Source: an optimization exercise on an open RTL-to-GDS flow (aim: a short achievable clock period and few clock cycles per item). Production flows keep margins and buffers that such runs may drop. Where RTL was checked, it was by simulation tests only, not by an equivalence proof against the original. Power is estimated from default activity; no workload was simulated.

## main
## cpu
module cpu(
	input clk,
	input rst,
	output reg [31:0] address,
	input [31:0] dataIn,
	output reg [31:0] dataOut,
	output reg writeEnable,
	output reg [3:0] writeMask,
	output reg transactionBegin,
	input transactionEnd
);
localparam [6:0] OPIMM = 7'd19;
localparam [6:0] LUI   = 7'd55;
localparam [6:0] AUIPC = 7'd23;
localparam [6:0] OP    = 7'd51;
localparam [6:0] JAL   = 7'd111;
localparam [6:0] JALR  = 7'd103;
localparam [6:0] BR    = 7'd99;
localparam [6:0] LD    = 7'd3;
localparam [6:0] ST    = 7'd35;
localparam [26:0] RF   = 27'h7000000;    
reg phF, phA, phB, phM, phW, phZ, phY, phP;
reg fresh;          
reg [31:0] pc;      
reg [31:0] pc4;     
reg [31:0] pcB;     
reg [31:0] jbase;   
reg [31:0] j4;      
reg [31:0] eaddr;   
reg [31:0] t1, t0;  
reg sx7, sx15;      
reg [31:0] ir;      
reg [31:0] r1;      
reg [31:0] r1s;     
reg [31:0] imm;     
reg [31:0] r2x;     
reg zcin;           
reg [4:0] zsa;      
reg brFlag;         
wire [6:0] op  = ir[6:0];
wire [2:0] f3  = ir[14:12];
wire [6:0] f7  = ir[31:25];
wire [4:0] rs2 = ir[24:20];
wire [4:0] rd  = ir[11:7];
wire iOPIMM = op == OPIMM;
wire iAUIPC = op == AUIPC;
wire iOP    = op == OP;
wire iJAL   = op == JAL;
wire iJALR  = op == JALR;
wire iBR    = op == BR;
wire iLD    = op == LD;
wire iST    = op == ST;
wire [31:0] Bimm  = { {20{ir[31]}}, ir[7], ir[30:25], ir[11:8], 1'b0 };
wire [31:0] Jimm  = { {12{ir[31]}}, ir[19:12], ir[20], ir[30:21], 1'b0 };
wire [31:0] Uimm  = { ir[31:12], 12'h000 };
wire [31:0] S2imm = { {20{ir[31]}}, ir[30:25], ir[11:7], 1'b0 };
wire [31:0] rdAddr = { RF, rd };
wire f7ok = f7 == 7'd0 || f7 == 7'd16;
wire zOp = f3 == 3'd0 || f3 == 3'd2 || f3 == 3'd3;
wire subOp = f3 == 3'd2 || f3 == 3'd3 || (f3 == 3'd0 && f7 == 7'd16);
  ...
For scale: ~4400 cells after synthesis, ~470 flip-flops, roughly 110 I/O pins, roughly 34000 µm² of cells after synthesis.
==> flow/config.mk <==
export PLATFORM = sky130hd
export DESIGN_NAME = cpu
export DESIGN_NICKNAME = cpu
export VERILOG_FILES = /design/flow/design.v
export SDC_FILE = /design/flow/constraint.sdc
export NUM_CORES = 4
export LEC_CHECK = 0
export ABC_CLOCK_PERIOD_IN_PS = 2500
export CAP_MARGIN = 20
export CORE_MARGIN = 2
export CORE_UTILIZATION = 25
export PLACE_DENSITY = 0.45
export SETUP_SLACK_MARGIN = 5
export SLEW_MARGIN = 20
export TNS_END_PERCENT = 100
==> flow/constraint.sdc <==
create_clock -name core_clock -period 8.0 [get_ports {clk}]
set_input_delay 1.6000 -clock core_clock [delete_from_list [all_inputs] [get_ports {clk}]]
set_output_delay 1.6000 -clock core_clock [all_outputs]
set_load 0.01 [all_outputs]
standard.sh (not shown) runs the stock make flow with config.mk's settings and CLKGATE_MAP_FILE= SYNTH_SCRIPT=/design/flow/synth_recipe.tcl, a recipe that flattens the netlist after the stock synthesis.
==> flow/flow/run.sh <==
#!/bin/bash
# The standard layout (the standard.sh: ORFS synthesis to final layout),
# with ORFS's timing repair aimed further below the clock period: the repair
# margin SETUP_SLACK_MARGIN is raised from 5 ns to 6 ns. Everything else,
# including the synthesis, the clock period and the constraints, is the
# standard flow's. The full output of the flow goes to flow.log.
set -euo pipefail
sed 's/SETUP_SLACK_MARGIN=[0-9.]*/SETUP_SLACK_MARGIN=6/' standard.sh > standard_margin.sh
grep -q 'SETUP_SLACK_MARGIN=6' standard_margin.sh
bash standard_margin.sh > flow.log 2>&1
main reached the final stage; the timing, design-rule and antenna checks on its layout passed.
Testbench counts of main, summed over its fixed seeds: cycles 259,151, transactions 96,000.
[inputs] the feature branch vs main
==> flow/flow/run.sh <==
#!/bin/bash
# The standard layout (the standard.sh: ORFS synthesis to final layout),
# with ORFS's timing repair aimed further below the clock period: the repair
# margin SETUP_SLACK_MARGIN is raised from 5 ns to 10 ns. Everything else,
# including the synthesis, the clock period and the constraints, is the
# standard flow's. The full output of the flow goes to flow.log.
set -euo pipefail
sed 's/SETUP_SLACK_MARGIN=[0-9.]*/SETUP_SLACK_MARGIN=10/' standard.sh > standard_margin.sh
grep -q 'SETUP_SLACK_MARGIN=10' standard_margin.sh
bash standard_margin.sh > flow.log 2>&1
Notes after the runs:
Routed length per instance is lower on main
Per the comparison of the feature branch with main, first-iteration DRC count picked up an extra 313; clock tree cell share of total cell area lower.

========
## old
cpu, a different RTL version from the one above (not shown whole).
Size: roughly 4400 cells after synthesis, ~290 flip-flops, ~110 I/O pins, ~0.031 sq mm of cells after synthesis.
Settings: LEC_CHECK=0, ABC_CLOCK_PERIOD_IN_PS=2500, CAP_MARGIN=20, CORE_MARGIN=2, CORE_UTILIZATION=40, PLACE_DENSITY=0.6, SETUP_SLACK_MARGIN=5, SLEW_MARGIN=20, TNS_END_PERCENT=100; clock period 8.0 ns.
run.sh (not shown) runs the stock make flow with config.mk's settings and CLKGATE_MAP_FILE= SYNTH_SCRIPT=/design/flow/synth_recipe.tcl, a recipe that flattens the netlist after the stock synthesis.
Stock flow here: none of the scripts above is used.
Inputs modified between old and new:
- removing ABC_CLOCK_PERIOD_IN_PS (formerly 2500)
- removing SETUP_SLACK_MARGIN (formerly 5)
- removing TNS_END_PERCENT (formerly 100)
Results
- new went all the way through synthesis, placement and routing and the layout is clean on timing, DRC and antenna.
- Taking old over new, the first-iteration DRC count ratio works out to 1.07.
- Comparing new and old, total power is lower on new.
- Min total global routing track utilization across new and old: new
- Summary of new over old: number of cells in the design after placement comparable; total wire length after detailed routing now smaller.
No run of this note included a check of the RTL's function; only the layout flow was run.

========
cpu with an RTL version that a note above also has.
For scale: about 4400 cells after synthesis, roughly 470 flip-flops, ~110 I/O pins, roughly 34000 µm² of cells after synthesis.
==> flow/config.mk <==
export PLATFORM = sky130hd
export DESIGN_NAME = cpu
export DESIGN_NICKNAME = cpu
export VERILOG_FILES = /design/flow/design.v
export SDC_FILE = /design/flow/constraint.sdc
export NUM_CORES = 4
export LEC_CHECK = 0
export ABC_CLOCK_PERIOD_IN_PS = 2500
export CAP_MARGIN = 20
export CORE_MARGIN = 2
export CORE_UTILIZATION = 25
export PLACE_DENSITY = 0.45
export SETUP_SLACK_MARGIN = 5
export SLEW_MARGIN = 20
export TNS_END_PERCENT = 100
==> flow/constraint.sdc <==
create_clock -name core_clock -period 8.0 [get_ports {clk}]
set_input_delay 1.6000 -clock core_clock [delete_from_list [all_inputs] [get_ports {clk}]]
set_output_delay 1.6000 -clock core_clock [all_outputs]
set_load 0.01 [all_outputs]
Testbench counts at the start, summed over its fixed seeds: cycles 259,151, transactions 96,000.
Edit:
==> flow/flow/run.sh (new file) <==
#!/bin/bash
# The standard layout (the standard.sh: ORFS synthesis to final layout),
# with ORFS's timing repair aimed further below the clock period: the repair
# margin SETUP_SLACK_MARGIN is raised from 5 ns to 8 ns. Everything else,
# including the synthesis, the clock period and the constraints, is the
# standard flow's. The full output of the flow goes to flow.log.
set -euo pipefail
sed 's/SETUP_SLACK_MARGIN=[0-9.]*/SETUP_SLACK_MARGIN=8/' standard.sh > standard_margin.sh
grep -q 'SETUP_SLACK_MARGIN=8' standard_margin.sh
bash standard_margin.sh > flow.log 2>&1
==> flow/standard.sh (new file) <==
#!/bin/bash
# synth_recipe.tcl (not shown) runs the flow's synth.tcl, then flattens the netlist and writes it again
# the make line also repeats each setting of config.mk as NAME=value (left out here)
make -C /OpenROAD-flow-scripts/flow DESIGN_CONFIG=/design/flow/config.mk WORK_HOME=/design/flow/orfs CLKGATE_MAP_FILE= SYNTH_SCRIPT=/design/flow/synth_recipe.tcl "${@:-finish}"
removed: flow/run.sh
Outcome: Maximum frequency came out higher by 1.2%. Hold slack is better by 0.033 ns. Total power came out higher by 7.6%. Non-clock buffer count came out higher by 465. Area after synthesis stays the same. Final area came out higher by 28%. Combinational power came out higher by 54%. Wire length came out higher by 20%.

========
cpu, a different RTL version from the one above (not shown whole).
Size in the first run: ~4,300 cells after synthesis, roughly 0.033 mm² of cells after synthesis.
Settings: LEC_CHECK=0, ABC_CLOCK_PERIOD_IN_PS=2500, CAP_MARGIN=20, CORE_MARGIN=2, CORE_UTILIZATION=25, PLACE_DENSITY=0.45, SETUP_SLACK_MARGIN=5, SLEW_MARGIN=20, TNS_END_PERCENT=100; clock period 8.0 ns.
standard.sh (not shown) runs the stock make flow with config.mk's settings and CLKGATE_MAP_FILE= SYNTH_SCRIPT=/design/flow/synth_recipe.tcl, a recipe that flattens the netlist after the stock synthesis.
==> flow/flow/run.sh <==
#!/bin/bash
# The standard layout (the standard.sh: ORFS synthesis to final layout),
# with ORFS's timing repair aimed further below the clock period: the repair
# margin SETUP_SLACK_MARGIN is raised from 5 ns to 8 ns. Everything else,
# including the synthesis, the clock period and the constraints, is the
# standard flow's. The full output of the flow goes to flow.log.
set -euo pipefail
sed 's/SETUP_SLACK_MARGIN=[0-9.]*/SETUP_SLACK_MARGIN=8/' standard.sh > standard_margin.sh
grep -q 'SETUP_SLACK_MARGIN=8' standard_margin.sh
bash standard_margin.sh > flow.log 2>&1
Testbench counts at the start, summed over its fixed seeds: cycles 258,280, transactions 96,000.
==> next run, changes <==
==> flow/run.sh (new file) <==
#!/bin/bash
# synth_recipe.tcl (not shown) runs the flow's synth.tcl, then flattens the netlist and writes it again
# the make line also repeats each setting of config.mk as NAME=value (left out here)
make -C /OpenROAD-flow-scripts/flow DESIGN_CONFIG=/design/flow/config.mk WORK_HOME=/design/flow/orfs CLKGATE_MAP_FILE= SYNTH_SCRIPT=/design/flow/synth_recipe.tcl finish
removed: flow/flow/run.sh
removed: flow/standard.sh
The new run produced a clean layout.
Design area drops by 23%.
Total power drops by 9.0%.
Clock skew drops by 0.014 ns.
Sequential cell count stays the same.

==> what the ideal ports hide <==
No port has a modelled driver above. Below, the same layouts with a new extraction and two added sets of constraints.
Step 1: set_driving_cell puts a clkbuf_16 on clk and a buf_2 on each other input, an assumption about the parent block.
Step 2 moves the port delays by t, midway between the first and last clock arrival at a register: inputs arrive t later, outputs are due t later. That takes back most of the time a late clock gives input paths.
Three values: no drivers, after step 1, after step 2; two values: the first two.
run	t, ns	slack for setup (ns)	latest minus earliest clock arrival (ns)
main	0.778	4.902 / 4.906 / 4.162	0.034 / 0.033
the feature branch	0.776	4.922 / 4.922 / 4.219	0.029 / 0.029
old	0.683	3.289 / 3.314 / 2.630	0.051 / 0.051
new	0.670	1.336 / 1.373 / 0.703	0.078 / 0.078
the first run of note 3	0.766	4.884 / 4.935 / 4.169	0.034 / 0.035
the second run of note 3	0.776	4.922 / 4.922 / 4.219	0.029 / 0.029
the first run of note 4	0.749	4.687 / 4.687 / 4.234	0.027 / 0.026
the second run of note 4	0.754	4.712 / 4.712 / 4.222	0.012 / 0.013
After both steps setup and hold are still met in every run listed. The setup slack of main, which loses most, moves by +0.004 ns with the drivers and by -0.740 ns with both steps.
